Source: an optimization exercise on an open RTL-to-GDS flow (aim: small area). Production flows keep margins and buffers that such runs may drop.
Function not checked in this run: the RTL went through the layout flow alone.
No activity file was given, so power comes from the tool's default toggle rates.

`design.v`:
```
module color_decoder( color , vga_color );
input wire [5:0] color ;
output reg [11:0] vga_color ;  
always @(*)
begin
    case (color)
        6'h00: vga_color = { 4'h5 , 4'h5 , 4'h5  } ;
        6'h01: vga_color = { 4'h0 , 4'h1 , 4'h7 } ;
        6'h02: vga_color = { 4'h0 , 4'h1 , 4'h9  } ; 
        6'h03: vga_color = { 4'h3 , 4'h0 , 4'h8 } ;
        6'h04: vga_color = { 4'h4 , 4'h0 , 4'h6  } ; 
        6'h05: vga_color = { 4'h5 , 4'h0 , 4'h3 } ;
        6'h06: vga_color = { 4'h5 , 4'h0 , 4'h0  } ; 
        6'h07: vga_color = { 4'h3 , 4'h1 , 4'h0 } ;
        6'h08: vga_color = { 4'h2 , 4'h2 , 4'h0  } ; 
        6'h09: vga_color = { 4'h0 , 4'h3 , 4'h0 } ;
        6'h0a: vga_color = { 4'h0 , 4'h4 , 4'h0  } ; 
        6'h0b: vga_color = { 4'h0 , 4'h4 , 4'h0 } ;
        6'h0c: vga_color = { 4'h0 , 4'h3 , 4'h3  } ;
        6'h0d: vga_color = { 4'h0 , 4'h0 , 4'h0 } ;
        6'h0e: vga_color = { 4'h0 , 4'h0 , 4'h0  } ;
        6'h0f: vga_color = { 4'h0 , 4'h0 , 4'h0 } ;
        6'h10: vga_color = { 4'h9 , 4'h9 , 4'h9  } ; 
        6'h11: vga_color = { 4'h0 , 4'h4 , 4'hC } ;
        6'h12: vga_color = { 4'h3 , 4'h3 , 4'hE  } ; 
        6'h13: vga_color = { 4'h5 , 4'h1 , 4'hE } ; 
        6'h14: vga_color = { 4'h8 , 4'h1 , 4'hB  } ; 
        6'h15: vga_color = { 4'hA , 4'h1 , 4'h6 } ; 
        6'h16: vga_color = { 4'h9 , 4'h2 , 4'h2  } ; 
        6'h17: vga_color = { 4'h7 , 4'h3 , 4'h0 } ; 
        6'h18: vga_color = { 4'h5 , 4'h5 , 4'h0  } ;  
        6'h19: vga_color = { 4'h2 , 4'h7 , 4'h0 } ; 
        6'h1a: vga_color = { 4'h0 , 4'h7 , 4'h0  } ;  
        6'h1b: vga_color = { 4'h0 , 4'h7 , 4'h2 } ;
        6'h1c: vga_color = { 4'h0 , 4'h6 , 4'h7 } ;
        6'h1d: vga_color = { 4'h0 , 4'h0 , 4'h0 } ;
        6'h1e: vga_color = { 4'h0 , 4'h0 , 4'h0 } ;
        6'h1f: vga_color = { 4'h0 , 4'h0 , 4'h0 } ;
        6'h20: vga_color = { 4'hE , 4'hE , 4'hE } ;
        6'h21: vga_color = { 4'h4 , 4'h9 , 4'hE } ;
        6'h22: vga_color = { 4'h7 , 4'h7 , 4'hE } ;
        6'h23: vga_color = { 4'hB , 4'h6 , 4'hE } ;
        6'h24: vga_color = { 4'hE , 4'h5 , 4'hE } ;
        6'h25: vga_color = { 4'hE , 4'h5 , 4'hB } ;
        6'h26: vga_color = { 4'hE , 4'h6 , 4'h6 } ;
        6'h27: vga_color = { 4'hD , 4'h8 , 4'h2 } ;
        6'h28: vga_color = { 4'hA , 4'hA , 4'h0 } ;
        6'h29: vga_color = { 4'h7 , 4'hC , 4'h0 } ;
        6'h2a: vga_color = { 4'h4 , 4'hD , 4'h2 } ;
        6'h2b: vga_color = { 4'h3 , 4'hC , 4'h6 } ;
        6'h2c: vga_color = { 4'h3 , 4'hB , 4'hC } ;
        6'h2d: vga_color = { 4'h3 , 4'h3 , 4'h3 } ;
        6'h2e: vga_color = { 4'h0 , 4'h0 , 4'h0 } ;
        6'h2f: vga_color = { 4'h0 , 4'h0 , 4'h0 } ;
        6'h30: vga_color = { 4'hE , 4'hE , 4'hE } ;
        6'h31: vga_color = { 4'hA , 4'hC , 4'hE } ;
        6'h32: vga_color = { 4'hB , 4'hB , 4'hE } ;
        6'h33: vga_color = { 4'hD , 4'hB , 4'hE } ;
        6'h34: vga_color = { 4'hE , 4'hA , 4'hE } ;
        6'h35: vga_color = { 4'hE , 4'hA , 4'hD } ;
        6'h36: vga_color = { 4'hE , 4'hB , 4'hB } ;
        6'h37: vga_color = { 4'hE , 4'hC , 4'h9 } ;
        6'h38: vga_color = { 4'hC , 4'hD , 4'h7 } ;
        6'h39: vga_color = { 4'hB , 4'hD , 4'h7 } ;
        6'h3a: vga_color = { 4'hA , 4'hE , 4'h9 } ;
        6'h3b: vga_color = { 4'h9 , 4'hE , 4'hB } ;
        6'h3c: vga_color = { 4'hA , 4'hD , 4'hE } ;
        6'h3d: vga_color = { 4'hA , 4'hA , 4'hA } ;
        6'h3e: vga_color = { 4'h0 , 4'h0 , 4'h0 } ;
        6'h3f: vga_color = { 4'h0 , 4'h0 , 4'h0 } ;
        default: vga_color = { 4'h0 , 4'h0 , 4'h0 } ; 
    endcase
end
endmodule
module vga_sync(clk , pix_en , reset_n , Hsync , Vsync , video_on , v_count , h_count , v_blank , h_blank );
  input clk , pix_en , reset_n;  
  output wire Hsync , Vsync;
	output wire video_on; 
	output reg  [9:0] v_count;
	output reg  [9:0] h_count;
  output wire v_blank , h_blank ;
    wire h_countmaxed = (h_count == 799);  
    wire v_countmaxed = (v_count == 524);  
    always @(posedge clk )
    begin
      if ( !reset_n )
        h_count <= 0 ;
      else if ( pix_en )
      begin
        if (h_countmaxed)
          h_count <= 0;
        else
          h_count <= h_count + 1;
      end
    end
    always @(posedge clk )
    begin
      if ( !reset_n )
        v_count <= 480 ;  
      else if ( pix_en )
      begin
        if (h_countmaxed)
        begin
          if(v_countmaxed)
            v_count <= 0;
          else
            v_count <= v_count + 1;
        end
      end
    end
    assign Hsync = ~(h_count >= (640 + 16) && (h_count < (640 + 16 + 96)));    
    assign Vsync = ~(v_count >= (480 + 10) && (v_count < (480 + 10 + 2)));    
    assign video_on = (h_count < 640) && (v_count < 480);
    assign v_blank = (v_count >= 480) ;
    assign h_blank = ( h_count >= 640 ) ;  
endmodule
module oam_ram ( clk , reset , cyc , st , st_addr , st_data , y , x , t ) ;
input wire clk , reset ;
input wire [5:0] cyc ;
input wire st ;
input wire [7:0] st_addr ;
input wire [15:0] st_data ;
output wire [8:0] y ;
output wire [9:0] x ;
output wire [9:0] t ;
wire [16:0] prod = st_addr * 9'd171 ;
wire [5:0] st_spr = prod[14:9] ;
wire [1:0] st_fld = st_addr - { st_spr , 1'b0 } - st_spr ;
reg pv ;
reg [5:0] ps ;
reg [1:0] pf ;
reg [9:0] pd ;
wire sat9 = |st_data[15:9] ;
wire sat10 = |st_data[15:10] ;
wire [5:0] pdiff = cyc + 6'd1 - ps ;
wire tap_hit = pv && ( pdiff[3:0] == 4'd0 ) ;
always @( posedge clk )
begin
    if ( reset )
        pv <= 0 ;
    else if ( st && st_addr < 8'd192 )
    begin
        pv <= 1 ;
        ps <= st_spr ;
        pf <= st_fld ;
        if ( st_fld == 2'd0 )
            pd <= { 1'b0 , sat9 ? 9'h1FF : st_data[8:0] } ;
        else if ( st_fld == 2'd1 )
            pd <= sat10 ? 10'h3FF : st_data[9:0] ;
        else
            pd <= st_data[9:0] ;
    end
    else if ( tap_hit )
        pv <= 0 ;
end
reg [64*29-1:0] r ;
genvar j ;
generate
    for ( j = 0 ; j < 64 ; j = j + 1 )
    begin : stage
        wire [28:0] prev = r[((j + 63) % 64)*29 +: 29] ;
        if ( j % 16 == 0 )
        begin : tap
            wire hit = tap_hit && ( pdiff[5:4] == j / 16 ) ;
            always @( posedge clk )
            begin
                r[j*29 +: 9]      <= ( hit && pf == 2'd0 ) ? pd[8:0] : prev[8:0] ;
                r[j*29 + 9 +: 10] <= ( hit && pf == 2'd1 ) ? pd : prev[18:9] ;
                r[j*29 + 19 +: 10] <= ( hit && pf == 2'd2 ) ? pd : prev[28:19] ;
            end
        end
        else
        begin : sh
            always @( posedge clk )
                r[j*29 +: 29] <= prev ;
        end
    end
endgenerate
assign y = r[8:0] ;
assign x = r[18:9] ;
assign t = r[28:19] ;
endmodule
module cpu_interface( clk , reset_n , data_in , data_out , data_oe , cs , we_b , reg_select ,
      oam_addr , oam_dout , oam_we , oam_en ,
      mem_addr , mem_dout , mem_en , mem_we , v_blank , cpu_nmi );
input clk , v_blank , reset_n;
input wire cs , we_b ;
input wire [2:0] reg_select ;
input wire [7:0] data_in ;
output wire [7:0] data_out ;
output wire data_oe ;
output reg cpu_nmi;
output reg [7:0] oam_addr ; 
output reg [15:0] oam_dout;
output reg oam_we , oam_en;
output reg [15:0] mem_addr ;
output reg [7:0] mem_dout;
output reg mem_en , mem_we ;
wire our_time_input = (!we_b && cs);
reg [7:0] ppu_ctrl ;
wire oam_addr_inc = ppu_ctrl[0] ;  
wire mem_addr_inc = ppu_ctrl[1] ;  
wire enable_nmi = ppu_ctrl[2] ;
wire rendering = ppu_ctrl[3] ;  
reg oam_data_second ;  
reg[1:0] state;
reg oam_write;
reg [7:0] save_data ;
reg [2:0] reg_sel_save ;
reg pipeline ;
reg pipeline2 ;
reg pipeline3 ; 
always@( posedge clk )
begin
    if ( our_time_input )
    begin
        save_data <= data_in ;
        reg_sel_save <= reg_select ;
    end
end
always @( posedge clk )
begin
    pipeline <= our_time_input ;
    pipeline2 <= pipeline ;
    pipeline3 <= pipeline2 ; 
end
always@( posedge clk )  
begin
    if ( !reset_n )
    begin
        oam_addr <= 0;
        oam_dout <= 0;
        mem_addr <= 0;
        mem_dout <= 0;
        ppu_ctrl <= 0;
        oam_write <= 0;
        state <= 2 ;
        oam_data_second <= 0 ;
    end
    else
    begin
        if ( !pipeline2 && pipeline3 && !state )
        begin
            case (reg_sel_save)
                0:  
                    ppu_ctrl <= save_data ;
                1:  
                begin
                    mem_addr <= { mem_addr[7:0] , save_data };
                end
                2:  
                begin
                    mem_dout <= save_data ;  
                    oam_write <= 0 ; 
                    state <= 1;
                end
                3:  
                begin
                    oam_addr <= save_data ; 
                end
                4:  
                begin
                    oam_data_second <= oam_data_second + 1;
                    if ( oam_data_second )  
                    begin
                        oam_write <= 1 ;  
                        state <= 1 ; 
                    end
                    oam_dout <= { oam_dout[7:0] , save_data }; 
                end
            endcase
        end
        else 
        begin
            case (state)
                1:
                begin
                    state <= 2;
                    if ( oam_write && oam_addr_inc )
                        oam_addr <= oam_addr + 1;
                    else if ( mem_addr_inc )
                        mem_addr <= mem_addr + 1;
                end
                2:
                begin
                    state <= 0;  
                end 
            endcase   
        end
    end
end
reg[7:0] driver;
assign data_out = driver ;
assign data_oe = cs && we_b ;
always @(*)
begin
    if ( cs && we_b )
    begin
        case (reg_select)
            0:
                driver = { 7'b0 , v_blank }  ;  
            1:
                driver = mem_addr[7:0] ;
            2:
                driver = mem_dout ;
            3:
                driver = oam_addr ;
            4:
                driver = oam_dout[7:0] ;
            default:
                driver = 8'hFF ;
        endcase
    end
    else begin
        driver = 8'h00 ;
    end
end
always @(*)
begin
    oam_we = 0;
    oam_en = 0;
    mem_we = 0;
    mem_en = 0;
    case(state)
        1:
        begin
            if ( oam_write )
            begin
                oam_we = 1 ;
                oam_en = 1 ;
            end
            else
            begin
                mem_we = 1;
                mem_en = 1;
            end
        end
    endcase
end
reg nmi_done;
reg [3:0] nmi_counter;
always @( posedge clk )
begin
    if ( !reset_n )
    begin
        nmi_done <= 0;
        nmi_counter <= 0;
        cpu_nmi <= 1;  
    end
    else if ( v_blank )
    begin
        if ( !nmi_done && ppu_ctrl[2] )  
        begin
            nmi_counter <= nmi_counter + 1;
            cpu_nmi <= 0;
            if ( nmi_counter == 4'b1111 )
            begin
                nmi_done <= 1 ;
                cpu_nmi <= 1 ;
            end
        end
    end
    else
    begin
        nmi_done <= 0 ;
        nmi_counter <= 0 ;
    end
end
endmodule
module sprite_engine ( clk , reset , divider , h_count , v_count , h_blank , v_blank ,
        oam_y , oam_x , oam_t ,
        pat_addr , pat_en , pat_data ,
        pal_we , pal_addr , pal_din , color_out ) ;
input wire clk , reset ;
input wire [1:0] divider ;
input wire [9:0] h_count , v_count ;
input wire h_blank , v_blank ;
input wire [8:0] oam_y ;
input wire [9:0] oam_x ;
input wire [9:0] oam_t ;
output reg [13:0] pat_addr ;
output wire pat_en ;
input wire [31:0] pat_data ;
input wire pal_we ;
input wire [6:0] pal_addr ;
input wire [5:0] pal_din ;
output wire [5:0] color_out ;
integer i ;
genvar g ;
wire [9:0] vp1 = v_count + 10'd1 ;
wire eval_win = !v_blank && ( h_count[9:4] == 6'd1 ) ;
wire [10:0] ydiff = { 1'b0 , vp1 } - { 2'b0 , oam_y } ;
wire match = ( ydiff[10:5] == 6'd0 ) ;
wire take = eval_win && match ;
reg [3:0] count ;
always @( posedge clk )
begin
    if ( h_count[9:4] == 6'd0 )
        count <= 0 ;
    else if ( take && !count[3] )
        count <= count + 1 ;
end
reg [4:0] s_row [0:7] ;
reg [9:0] s_x [0:6] ;
reg [9:0] s_t [0:6] ;
generate
    for ( g = 0 ; g < 8 ; g = g + 1 )
    begin : slot
        always @( posedge clk )
            if ( take && count == g )
                s_row[g] <= ydiff[4:0] ;
        if ( g < 7 )
        begin : xt
            always @( posedge clk )
                if ( take && count == g )
                begin
                    s_x[g] <= oam_x ;
                    s_t[g] <= oam_t ;
                end
        end
    end
endgenerate
localparam S_WAIT = 3'd0 , S_F0 = 3'd1 , S_F1 = 3'd2 , S_F2 = 3'd3 , S_ADDR = 3'd4 , S_READ = 3'd5 , S_IDLE = 3'd6 ;
reg [2:0] st ;
reg [1:0] fi , bp , wc ;
reg [2:0] ui ;
wire eng_rst = reset || ( h_count == 10'd799 ) ;
wire step = !v_blank && divider[1] && h_blank ;
wire u_valid = ( count > { 1'b0 , ui } ) ;
wire [4:0] vp2 = vp1[4:0] + 5'd1 ;
wire [6:0] f_tile = ( u_valid && ui != 3'd7 ) ? s_t[ui][6:0] : 7'h7F ;
wire [4:0] f_row = u_valid ? s_row[ui] : vp2 ;
assign pat_en = ( st == S_READ ) ;
wire pat_take = step && st == S_READ && wc == 2'd3 && ui != 3'd7 ;
always @( posedge clk )
begin
    if ( eng_rst )
    begin
        st <= S_WAIT ;
        fi <= 0 ;
        ui <= 0 ;
        bp <= 0 ;
        wc <= 0 ;
    end
    else if ( step )
    begin
        case ( st )
            S_WAIT : st <= S_F0 ;
            S_F0 : st <= S_F1 ;
            S_F1 : st <= S_F2 ;
            S_F2 :
            begin
                if ( fi == 2'd2 )
                begin
                    st <= S_ADDR ;
                    fi <= 0 ;
                    bp <= 0 ;
                    wc <= 0 ;
                end
                else
                begin
                    fi <= fi + 1 ;
                    st <= S_F0 ;
                end
            end
            S_ADDR :
            begin
                pat_addr <= { f_tile , bp , f_row } ;
                st <= S_READ ;
            end
            S_READ :
            begin
                if ( wc == 2'd3 )
                begin
                    if ( bp == 2'd3 )
                    begin
                        if ( ui == 3'd7 )
                            st <= S_IDLE ;
                        else
                        begin
                            st <= S_F0 ;
                            ui <= ui + 1 ;
                        end
                    end
                    else
                        st <= S_ADDR ;
                    bp <= bp + 1 ;
                end
                wc <= wc + 1 ;
            end
            default : ;
        endcase
    end
end
reg [32*28-1:0] w ;
wire [31:0] pat_word = { pat_data[7:0] , pat_data[15:8] , pat_data[23:16] , pat_data[31:24] } ;
always @( posedge clk )
    if ( pat_take )
        w <= { w[32*27-1:0] , pat_word } ;
wire unit_load = !v_blank && h_count == 10'd640 && divider == 2'd2 ;
reg [9:0] u_x [0:6] ;
reg [2:0] u_pal [0:6] ;
reg [6:0] u_v ;
generate
    for ( g = 0 ; g < 7 ; g = g + 1 )
    begin : unit
        always @( posedge clk )
            if ( unit_load )
            begin
                u_x[g] <= s_x[g] ;
                u_pal[g] <= s_t[g][9:7] ;
                u_v[g] <= ( count > g ) ;
            end
    end
endgenerate
wire [9:0] s_cnt = h_count + { 9'd0 , ( divider != 2'd2 ) } ;
reg [3:0] u_col [0:6] ;
reg [10:0] kd ;
reg [3:0] color_number ;
reg [2:0] palette_number ;
always @(*)
begin
    for ( i = 0 ; i < 7 ; i = i + 1 )
    begin
        kd = { 1'b0 , s_cnt } - { 1'b0 , u_x[i] } ;
        if ( u_v[i] && kd[10:5] == 6'd0 )
            u_col[i] = { w[32*(27-4*i-3) + 31 - kd[4:0]] , w[32*(27-4*i-2) + 31 - kd[4:0]] ,
                         w[32*(27-4*i-1) + 31 - kd[4:0]] , w[32*(27-4*i) + 31 - kd[4:0]] } ;
        else
            u_col[i] = 4'd0 ;
    end
    color_number = 0 ;
    palette_number = 0 ;
    for ( i = 6 ; i >= 0 ; i = i - 1 )
        if ( u_col[i] != 4'd0 )
        begin
            color_number = u_col[i] ;
            palette_number = u_pal[i] ;
        end
end
wire [128*6-1:0] pm ;
generate
    for ( g = 0 ; g < 128 ; g = g + 1 )
    begin : pal
        if ( g >= 16 && g % 16 == 0 )
        begin : unused
            assign pm[g*6 +: 6] = 6'd0 ;
        end
        else
        begin : used
            reg [5:0] e ;
            always @( posedge clk )
                if ( pal_we && pal_addr == g )
                    e <= pal_din ;
            assign pm[g*6 +: 6] = e ;
        end
    end
endgenerate
assign color_out = pm[ { palette_number , color_number } * 6 +: 6 ] ;
endmodule
module picoPPU( clk , btnC , JC , NMI , JB_i , JB_o , JB_oe , vgaRed , vgaGreen , vgaBlue , Hsync , Vsync ,
                  pat_addr , pat_en , pat_data ) ;
input clk , btnC ;
output [3:0] vgaRed ;
output [3:0] vgaGreen ;
output [3:0] vgaBlue ;
output wire Hsync , Vsync ;
input wire [7:0] JB_i ; 
output wire [7:0] JB_o ;
output wire JB_oe ;
output wire [13:0] pat_addr ;
output wire pat_en ;
input wire [31:0] pat_data ;
input wire [6:0] JC ; 
output wire NMI ;
wire video_enable ;
wire [9:0] v_count ;
wire [9:0] h_count ;
wire v_blank , h_blank ;
reg [1:0] divider ;
always @( posedge clk )
begin
    if ( btnC )
        divider <= 0 ;
    else
        divider <= divider + 1 ;
end
wire pix_en = ( divider == 2'd1 ) ;
wire reset_n = !btnC ;
wire chip_select = !JC[1] && JC[2] && JC[3] ;  
wire [7:0] inter_oam_addr ;
wire [15:0] inter_oam_dout ;
wire inter_oam_we , inter_oam_en ;
wire [15:0] inter_mem_addr ;
wire [7:0] inter_mem_dout ;
wire inter_mem_we , inter_mem_en ;
cpu_interface pico_ppu_interface (.clk(clk) , .reset_n(reset_n) , .data_in(JB_i) , .data_out(JB_o) , .data_oe(JB_oe) , .cs(chip_select) ,
         .we_b(JC[0]) , .reg_select(JC[6:4]) ,
         .oam_addr(inter_oam_addr) , .oam_dout(inter_oam_dout) , .oam_we(inter_oam_we) ,
         .oam_en(inter_oam_en) ,
         .mem_addr(inter_mem_addr) , .mem_dout(inter_mem_dout) , .mem_en(inter_mem_en) ,
         .mem_we(inter_mem_we) , .v_blank(v_blank) , .cpu_nmi(NMI) ) ;
wire [5:0] cyc = { h_count[3:0] , ~divider[1] , divider[0] } ;
wire [8:0] oam_y ;
wire [9:0] oam_x , oam_t ;
oam_ram prim_oam ( .clk(clk) , .reset(btnC) , .cyc(cyc) , .st(inter_oam_we && v_blank) , .st_addr(inter_oam_addr) ,
         .st_data(inter_oam_dout) , .y(oam_y) , .x(oam_x) , .t(oam_t) ) ;
wire [5:0] pix_out ;
sprite_engine engine ( .clk(clk) , .reset(btnC) , .divider(divider) , .h_count(h_count) , .v_count(v_count) ,
         .h_blank(h_blank) , .v_blank(v_blank) , .oam_y(oam_y) , .oam_x(oam_x) , .oam_t(oam_t) ,
         .pat_addr(pat_addr) , .pat_en(pat_en) , .pat_data(pat_data) ,
         .pal_we(inter_mem_we) , .pal_addr(inter_mem_addr[6:0]) , .pal_din(inter_mem_dout[5:0]) , .color_out(pix_out) ) ;
wire [11:0] decoder_out ;
color_decoder ppu_color_decoder ( .color(pix_out) , .vga_color(decoder_out) ) ;
vga_sync ppu_vga_sync ( .clk(clk) , .pix_en(pix_en) , .reset_n(reset_n) , .Hsync(Hsync) , .Vsync(Vsync) , .video_on(video_enable) , .v_count(v_count) , .h_count(h_count) , .v_blank(v_blank) , .h_blank(h_blank) ) ;
assign { vgaRed , vgaGreen , vgaBlue } = video_enable ? decoder_out : 12'd0 ;
endmodule
```
`run.sh`:
```
#!/bin/bash
# synth_recipe.tcl (not shown) runs the flow's synth.tcl, then flattens the netlist and writes it again
# the make line also repeats each setting of config.mk as NAME=value (left out here)
make -C /OpenROAD-flow-scripts/flow DESIGN_CONFIG=/design/flow/config.mk WORK_HOME=/design/flow/orfs CLKGATE_MAP_FILE= SYNTH_SCRIPT=/design/flow/synth_recipe.tcl finish
```
`config.mk`:
```
export PLATFORM = sky130hd
export DESIGN_NAME = picoPPU
export DESIGN_NICKNAME = picoPPU
export VERILOG_FILES = /design/flow/design.v
export SDC_FILE = /design/flow/constraint.sdc
export NUM_CORES = 4
export LEC_CHECK = 0
export CAP_MARGIN = 20
export CORE_MARGIN = 2
export CORE_UTILIZATION = 45
export PLACE_DENSITY = 0.6
export SLEW_MARGIN = 20
```
`constraint.sdc`:
```
create_clock -name core_clock -period 12.0 [get_ports {clk}]
set_input_delay 2.4000 -clock core_clock [delete_from_list [all_inputs] [get_ports {clk}]]
set_output_delay 2.4000 -clock core_clock [all_outputs]
set_load 0.01 [all_outputs]
```
==> reports/results.ini <==
[worst_setup_path]
critPathMaxFanout = 20
arrival_ps = 9400
setup.worst_path.class = reg2out
crit_slowest_cell = fa_2
required_ps = 9600
crit_top_cell = buf_4
max_stage_delay_ps = 670
cp-end-kind = primary output
startpoint_type = flop

[routing]
drt_iter0_markers = 5678
viasPerCell = 5.240
ant_nets = 0
drc = 0
via_count = 63061
dr.pass1.iters = 6
wl_per_cell_microns = 22.17
wirelength_microns = 266800

[logic_synthesis]
postSynthCellCount = 7536
synth_seq_cells = 3894
async_reset_ff_share_pct = 0
synth_edf_count = 1943
ys_seq_area_share_pct = 77.49
synth_most_common_cell = dfxtp_1
synth_ff_type = dfxtp_1
synth_top_area_cell = edfxtp_1
synth_nets = 7779
yosysWarnings = 12
ys_types = 111
synth.top_cell.area_share_pct = 46.42
yosys-top-cells-count = 1951 x dfxtp_1, 1943 x edfxtp_1, 467 x nand2_1
synth.area.top_cells = edfxtp_1 46%, dfxtp_1 31%, mux4_2 4.2%
syn_avg_cell_area_sq_um = 16.68
synth_area_sq_um = 125700

[power]
p_leak_nw = 52.05
p_sw_share_pct = 20.89
p_int_w = 0.02121
p_per_area_nw_per_um2 = 184.2
p_seq_share_pct = 51.6
comb_power_share_pct = 4.9
p_sw_w = 0.005600
clkPwrFrac_pct = 43.5
finalPower_w = 0.02681
ir_drop_mv = 0.1918

[grt]
grt_pass1_wl_microns = 399500
met1_usage_pct = 25.25
antenna_found_initial = 8
grt_overflow_total = 0
use_met2_pct = 29.89
grt-busiest-layer = met2
grt_use_total_pct = 18.35
grtUsageMet3_pct = 2.792
grt_pass1_vias = 63864
grt_max_degree = 233

[cts]
cts_inserted_buffers = 372
cts.sinks = 3894
clk_latency_ps = 970
htreeDepth = 5
cts.clk_slew.worst_paths_ps = 70
cts_tree = yes
cts_root_buf = clkbuf_16
cts_buffer_depth = 4

[placement]
routabilityCongestion = 0.8874
hpwl_microns = 168500
port_buffers = 87

[floorplanning]
die_w_microns = 532.5
rows = 194
io_pins = 88
fp.dieArea_sq_um = 283600
die_y_microns = 532.5
start_util_pct = 45.11
core_area_sq_um = 278700

[run_status]
outcome = timing/DRC/antenna clean

[timing]
min_period_ps = 11800
worstMarginPinSlew_ps = 1164
setup_viol = 0
slew_violations = 0
hold_violations = 0
max_freq_mhz = 84.78
skew_ps = 109.6
hold_ws_ps = 263.4
slew-limit-headroom_pct = 22.37
period_share_pct = 98.30

[finish]
syn_to_final_growth_pct = 15.82
finalNetCount = 8243
drive_above_1_share_pct = 17.31

[job]
max_cap_viol_count = 0

[worst_hold_path]
hold_path_class = reg2reg

cells by family after synthesis:
family	after synthesis	synth area share, %
flip-flops	3894	77.49
AND/OR/NAND/NOR	1307	4.796
AO/OA/AOI/OAI	839	4.746
multiplexers	756	8.543
buffers and inverters	465	1.779
adder cells (fa/ha/maj)	195	2.059
XOR/XNOR	80	0.5843
sequential cells by signal, indices dropped and copies added (netlist names), 4 cells and up:
| register | cells |
|---|---|
| engine.s_x | 70 |
| engine.pat_addr | 14 |
| engine.u_v | 7 |
| pico_ppu_interface.mem_dout | 8 |
| engine.s_t | 70 |
| ppu_vga_sync.v_count | 10 |
| prim_oam.ps | 6 |
| engine.s_row | 40 |
| ppu_vga_sync.h_count | 10 |
| engine.pal.used.e | 726 |
| engine.u_pal | 21 |
| pico_ppu_interface.oam_addr | 8 |
| prim_oam.pd | 10 |
| pico_ppu_interface.nmi_counter | 4 |
| engine.u_x | 70 |
| pico_ppu_interface.save_data | 8 |
| prim_oam.r | 1856 |
| pico_ppu_interface.oam_dout | 16 |
| pico_ppu_interface.mem_addr | 8 |
| engine.count | 4 |
| engine.w | 896 |
metrics by stage:
| step | setup slack, ps | std cells | cell area (sq um) | utilization (%) | TNS (ps) |
|---|---|---|---|---|---|
| floorplan | 1052 | 7536 | 125700 | - | 0 |
| global placement | 240.9 | 11312 | 132000 | 47.36 | 0 |
| detailed placement | 276.2 | 11312 | 132000 | 47.36 | 0 |
| CTS | 3.187 | 12014 | 144900 | 51.98 | 0 |
| global route | -3.955 | 12034 | 145600 | 52.24 | -4.474 |
| finish | 204.5 | 12035 | 145600 | 52.24 | 0 |
per-layer routing:
metal,wire length [microns],part of all wire [%],vias to the layer above
met5,18,0.0067,-
met3,16440,6.2,481
met4,8168,3.1,2
li1,-,-,28928
met2,127600,48,2030
met1,114600,43,31620
power by group through the flow:
stage / combinational [W] / sequential (W) / clock [W]
after floorplan: 0.000863 / 0.0141 / 0
after global placement: 0.00125 / 0.0141 / 0
after detailed placement: 0.00125 / 0.0141 / 0
after CTS: 0.00130 / 0.0138 / 0.0119
after global routing: 0.00140 / 0.0138 / 0.0124
final: 0.00131 / 0.0138 / 0.0117
worst paths after layout:
kind | from | to | slack, ps | cells past startpoint
min | prim_oam.r[878] | prim_oam.r[907] | 260 | 0
max reg2reg | ppu_vga_sync.v_count[0] | engine.s_t[3][9] | 6990 | 14
min reg2reg | prim_oam.r[878] | prim_oam.r[907] | 260 | 0
max | divider[1] | vgaBlue[1] | 200 | 31
worst max-delay path: cells and delay by family, from the launching register on:
family / cells / cell delay (ps)
DFF: 1 / 380
AOI/OAI and AO/OA: 7 / 1880
buffers and inverters: 12 / 2540
muxes: 2 / 680
adders and majority gates: 4 / 1340
and+or+nand+nor: 6 / 1600
timing repair:
item / CTS / global route
buffers inserted: 16 / 12
endpoints found under the setup margin: 12 / 12
resized for setup: 53 / 90
gates cloned: 3 / 6
hold buffers: 0 / 0
pin swaps: 8 / 16
layout by cell type (no fill, tap or decap), drive strengths merged, types with 38 or more instances in the layout:
cell           Yosys  layout
clkinv             1     133
ha               174     174
o21ai            112     112
mux4             236     236
nand3            166     166
nor3              79      79
a21o              43      43
and3              38      38
nand2            468     468
inv              200     217
clkdlybuf4s50      0      84
mux2i            346     346
edfxtp          1943    1943
xnor2             49      49
a31oi             43      43
a21oi            209     209
clkbuf           105     496
buf              159     259
mux2             174     174
nand2b            41      41
a211oi            53      53
dfxtp           1951    1951
nor2             320     320
layout make-up:
cell class | instances | area, sq um
fill | 22544 | 133100
sequential | 3894 | 97430
multi-input combinational | 3177 | 26750
clock buffer | 490 | 10430
tap | 3724 | 4659
timing repair buffer | 354 | 3576
clock inverter | 193 | 1967
inverter | 201 | 754.5
antenna | 2 | 5.005

-- static timing again, ports no longer ideal --
Ports are ideal in the flow. The routed layout listed here was re-timed in OpenROAD. Step 1: set_driving_cell puts a clkbuf_16 on clk and a buf_2 on each other input, an assumption about the parent block. Step 2, shift: input delay + t, output delay - t, t = (earliest + latest rising clock arrival at the registers) / 2. This alone moves slack from input paths to output paths. Slacks: ideal / step 1 / step 2; pairs: ideal / step 1.
t (ns): 0.994
setup WS [ns]: 0.204 / 0.115 / 1.109
latest minus earliest clock arrival (ns): 0.133 / 0.133
worst slew at a driven data input, ns: 0.05
cell pins on the clock port's net: 1
After both steps setup and hold are still met in this run. The setup slack of this run moves by -0.089 ns with the drivers and by +0.905 ns with both steps.
